Source: an optimization exercise on an open RTL-to-GDS flow (aim: small area and a short achievable clock period). Production flows keep margins and buffers that such runs may drop. At most, simulation tests tie the RTL to the original design; equivalence was not proved. Power and IR drop assume default switching activity.

== alpha ==
==> module fp_add, before the edit <==
module fp_add (
  input  logic        clk,
  input  logic        rst,
  input  logic        in_vld,
  input  logic [31:0] a,
  input  logic [31:0] b,
  output logic        sum_vld,
  output logic [31:0] sum
);
  localparam bit CUT1 = 1;   
  localparam bit CUT2 = 1;   
  localparam bit CUT3 = 1;   
  localparam bit CUT4 = 1;   
  localparam bit CUT5 = 1;   
  function automatic logic lt32(input logic [31:0] xa, input logic [31:0] ya);
    logic [31:0] g, e;
    integer w, i;
    g = ~xa & ya;
    e = ~(xa ^ ya);
    for (w = 1; w < 32; w = w * 2)
      for (i = 0; i + w < 32; i = i + 2 * w) begin
        g[i] = g[i + w] | (e[i + w] & g[i]);
        e[i] = e[i + w] & e[i];
      end
    lt32 = g[0];
  endfunction
  function automatic logic [7:0] sub8(input logic [7:0] xa, input logic [7:0] ya);
    logic [8:0] g, p;
    logic [7:0] h;
    integer w, i;
    h = xa ^ ~ya;
    g = {xa & ~ya, 1'b1};
    p = {h, 1'b0};
    for (w = 1; w < 9; w = w * 2)
      for (i = 8; i >= 0; i--)
        if ((i / w) % 2 == 1) begin
          g[i] = g[i] | (p[i] & g[(i / w) * w - 1]);
          p[i] = p[i] & p[(i / w) * w - 1];
        end
    sub8 = h ^ g[7:0];
  endfunction
  function automatic logic [24:0] psum25(input logic [24:0] gi, input logic [24:0] pi,
                                         input logic ci);
    logic [25:0] g, p;
    integer w, i;
    g = {gi, ci};
    p = {pi, 1'b0};
    for (w = 1; w < 26; w = w * 2)
      for (i = 25; i >= 0; i--)
        if ((i / w) % 2 == 1) begin
          g[i] = g[i] | (p[i] & g[(i / w) * w - 1]);
          p[i] = p[i] & p[(i / w) * w - 1];
        end
    psum25 = pi ^ g[24:0];
  endfunction
  logic        swap, sub, ls;
  logic [31:0] x, y;
  logic [8:0]  dab, dba;
  logic [7:0]  dd;
  assign dab  = {1'b0, a[30:23]} - {1'b0, b[30:23]};
  assign dba  = {1'b0, b[30:23]} - {1'b0, a[30:23]};
  assign swap = lt32({24'd0, a[30:23]}, {24'd0, b[30:23]});
  assign x    = swap ? b : a;
  assign y    = swap ? a : b;
  assign dd   = dab[8] ? dba[7:0] : dab[7:0];
  assign sub  = a[31] ^ b[31];
  assign ls   = sub & (a[30:23] == b[30:23]) & lt32({9'd0, a[22:0]}, {9'd0, b[22:0]});
  logic        v1, s1, sub1, ls1, far1;
  logic [7:0]  e1;
  logic [22:0] mx1, my1;
  logic [4:0]  d1;
  if (CUT1) begin : g_cut1
    always_ff @(posedge clk) begin
      if (rst) v1 <= 1'b0;
      else     v1 <= in_vld;
      s1   <= ls ? b[31] : x[31];
      e1   <= x[30:23];
      mx1  <= x[22:0];
      my1  <= y[22:0];
      d1   <= dd[4:0];
      far1 <= dd[7:5] != 3'd0;
      sub1 <= sub;
      ls1  <= ls;
    end
  end else begin : g_nocut1
    assign v1   = in_vld;
    assign s1   = ls ? b[31] : x[31];
    assign e1   = x[30:23];
    assign mx1  = x[22:0];
    assign my1  = y[22:0];
    assign d1   = dd[4:0];
    assign far1 = dd[7:5] != 3'd0;
    assign sub1 = sub;
    assign ls1  = ls;
  end
  logic [23:0] ys;
  logic [24:0] xo, yo, gg, pp;
  assign ys = far1 ? 24'd0 : ({1'b1, my1} >> d1);
  assign xo = {2'b01, mx1} ^ {25{ls1}};
  assign yo = {1'b0, ys} ^ {25{sub1 & ~ls1}};
  assign gg = xo & yo;
  assign pp = xo ^ yo;
  logic        v2, s2, c2;
  logic [7:0]  e2;
  logic [24:0] g2, p2;
  if (CUT2) begin : g_cut2
    always_ff @(posedge clk) begin
      if (rst) v2 <= 1'b0;
      else     v2 <= v1;
      s2 <= s1;
      e2 <= e1;
      g2 <= gg;
      p2 <= pp;
      c2 <= sub1;
    end
  end else begin : g_nocut2
    assign v2 = v1;
    assign s2 = s1;
    assign e2 = e1;
    assign g2 = gg;
    assign p2 = pp;
    assign c2 = sub1;
  end
  logic [24:0] u;
  assign u = psum25(g2, p2, c2);
  logic        v3, s3;
  logic [7:0]  e3;
  logic [24:0] u3;
  if (CUT3) begin : g_cut3
    always_ff @(posedge clk) begin
      if (rst) v3 <= 1'b0;
      else     v3 <= v2;
      s3 <= s2;
      e3 <= e2;
      u3 <= u;
    end
  end else begin : g_nocut3
    assign v3 = v2;
    assign s3 = s2;
    assign e3 = e2;
    assign u3 = u;
  end
  logic [24:0] n1, n2, n3;
  logic [2:0]  lzh;
  assign lzh[2] = u3[24:9] == 16'd0;
  assign n1     = lzh[2] ? {u3[8:0], 16'd0} : u3;
  assign lzh[1] = n1[24:17] == 8'd0;
  assign n2     = lzh[1] ? {n1[16:0], 8'd0} : n1;
  assign lzh[0] = n2[24:21] == 4'd0;
  assign n3     = lzh[0] ? {n2[20:0], 4'd0} : n2;
  logic        v4, s4;
  logic [7:0]  e4;
  logic [2:0]  lzh4;
  logic [24:0] n34;
  if (CUT4) begin : g_cut4
    always_ff @(posedge clk) begin
      if (rst) v4 <= 1'b0;
      else     v4 <= v3;
      s4  <= s3;
      e4   <= e3 + 8'd1;
      lzh4 <= lzh;
      n34  <= n3;
    end
  end else begin : g_nocut4
    assign v4  = v3;
    assign s4  = s3;
    assign e4   = e3 + 8'd1;
    assign lzh4 = lzh;
    assign n34  = n3;
  end
  logic [24:0] n4, n5;
  logic [1:0]  lzl;
  assign lzl[1] = n34[24:23] == 2'd0;
  assign n4     = lzl[1] ? {n34[22:0], 2'd0} : n34;
  assign lzl[0] = !n4[24];
  assign n5     = lzl[0] ? {n4[23:0], 1'b0} : n4;
  logic        nz;
  logic [31:0] res;
  assign nz  = n5[24];
  assign res = {s4 & nz, sub8(e4, {3'd0, lzh4, lzl}) & {8{nz}}, n5[23:1]};
  if (CUT5) begin : g_cut5
    always_ff @(posedge clk) begin
      if (rst) sum_vld <= 1'b0;
      else     sum_vld <= v4;
      sum <= res;
    end
  end else begin : g_nocut5
    assign sum_vld = v4;
    assign sum     = res;
  end
endmodule
clock: 3.5 ns
lec_check: 0
abc_area: 1
cap_margin: 20
core_margin: 2
core_utilization: 40
cts_buf_list: sky130_fd_sc_hd__clkbuf_4 sky130_fd_sc_hd__clkbuf_8
cts_cluster_diameter: 50
cts_cluster_size: 16
place_density: 0.6
setup_slack_margin: 1.5
slew_margin: 20
standard.sh (not shown) runs the stock make flow with config.mk's settings and CLKGATE_MAP_FILE= SYNTH_SCRIPT=/design/flow/synth_recipe.tcl, a recipe that flattens the netlist after the stock synthesis.
==> flow/flow/run.sh <==
#!/bin/bash
# The standard layout, with the ports buffered by the smallest plain buffer
# (buf_1) instead of the delay buffer ORFS picks by default.
set -euo pipefail
bash standard.sh BUFFER_PORTS_ARGS="-buffer_cell sky130_fd_sc_hd__buf_1" finish > standard.log 2>&1
For beta, these inputs were changed with respect to alpha:
--- a/flow/design.v
+++ b/flow/design.v
@@ -14,29 +14,14 @@
   localparam bit CUT5 = 1;   
   function automatic logic lt32(input logic [31:0] xa, input logic [31:0] ya);
-    logic [31:0] g, e;
+    logic [31:0] g, k;
     integer w, i;
-    g = ~xa & ya;
-    e = ~(xa ^ ya);
+    g = ~xa & ya;   
+    k = ~xa | ya;   
     for (w = 1; w < 32; w = w * 2)
       for (i = 0; i + w < 32; i = i + 2 * w) begin
-        g[i] = g[i + w] | (e[i + w] & g[i]);
-        e[i] = e[i + w] & e[i];
+        g[i] = g[i + w] | (k[i + w] & g[i]);
+        k[i] = k[i + w] & k[i];
       end
     lt32 = g[0];
-  endfunction
-  function automatic logic [7:0] sub8(input logic [7:0] xa, input logic [7:0] ya);
-    logic [8:0] g, p;
-    logic [7:0] h;
-    integer w, i;
-    h = xa ^ ~ya;
-    g = {xa & ~ya, 1'b1};
-    p = {h, 1'b0};
-    for (w = 1; w < 9; w = w * 2)
-      for (i = 8; i >= 0; i--)
-        if ((i / w) % 2 == 1) begin
-          g[i] = g[i] | (p[i] & g[(i / w) * w - 1]);
-          p[i] = p[i] & p[(i / w) * w - 1];
-        end
-    sub8 = h ^ g[7:0];
   endfunction
   function automatic logic [24:0] psum25(input logic [24:0] gi, input logic [24:0] pi,
@@ -143,9 +128,11 @@
   logic [24:0] n1, n2, n3;
   logic [2:0]  lzh;
+  logic [3:0] z4;
   assign lzh[2] = u3[24:9] == 16'd0;
+  assign lzh[1] = lzh[2] ? u3[8:1] == 8'd0 : u3[24:17] == 8'd0;
+  assign z4     = {u3[24:21] == 4'd0, u3[16:13] == 4'd0, u3[8:5] == 4'd0, !u3[0]};
+  assign lzh[0] = z4[~lzh[2:1]];
   assign n1     = lzh[2] ? {u3[8:0], 16'd0} : u3;
-  assign lzh[1] = n1[24:17] == 8'd0;
   assign n2     = lzh[1] ? {n1[16:0], 8'd0} : n1;
-  assign lzh[0] = n2[24:21] == 4'd0;
   assign n3     = lzh[0] ? {n2[20:0], 4'd0} : n2;
   logic        v4, s4;
@@ -175,8 +162,16 @@
   assign lzl[0] = !n4[24];
   assign n5     = lzl[0] ? {n4[23:0], 1'b0} : n4;
+  logic [7:0] ea;
+  logic [5:0] eu;
+  logic [2:0] el;
+  logic [7:0] ef;
+  assign ea = {e4[7:2] - {3'd0, lzh4}, e4[1:0]};
+  assign eu = ea[7:2] - 6'd1;
+  assign el = {1'b0, ea[1:0]} - {1'b0, lzl};
+  assign ef = {el[2] ? eu : ea[7:2], el[1:0]};
   logic        nz;
   logic [31:0] res;
   assign nz  = n5[24];
-  assign res = {s4 & nz, sub8(e4, {3'd0, lzh4, lzl}) & {8{nz}}, n5[23:1]};
+  assign res = {s4 & nz, ef & {8{nz}}, n5[23:1]};
   if (CUT5) begin : g_cut5
     always_ff @(posedge clk) begin
## What came out
beta gives less buffers inserted during post-CTS setup optimization than alpha did. Via count: beta vs alpha up about 5%. Going from alpha to beta, combinational power shrank by a few percent. Sort alpha and beta by core area asc -> top: alpha. Relative to alpha, beta degrades synthesized area. On share of cell area taken by multi-input logic gates, the lower figure sits with beta, not alpha. beta against alpha: global-route usage barely changed, sequential cell fraction of total power dropped 0.4 points.
Function not checked in beta: the RTL went through the layout flow alone.

## afterwards: timing with drivers on the ports
No port has a modelled driver above. Below, the same layouts with a new extraction and two added sets of constraints. Step 1 sets driving cells, clkbuf_16 on the clock port and buf_2 on the other inputs (assumed; they add their load-dependent delay and slew). Step 2 adds t to the input delays and takes it off the output delays; t is the mean of the earliest and latest rising clock arrival at the registers after step 1. Input paths then give back, and output paths get back, about the clock's delay inside the block. a / b / c = ideal ports / drivers / drivers and shift; a / b = the first two.
run | t (ns) | setup slack, ns | worst setup path after step 2 | worst slew at a driven data input, ns
alpha | 0.595 | 1.422 / 1.422 / 1.002 | input to register | 0.05
beta | 0.601 | 1.405 / 1.405 / 0.868 | input to register | 0.06
After both steps every run listed still meets setup and hold. The setup slack of beta, which loses most, moves by 0.000 ns with the drivers and by -0.537 ns with both steps.
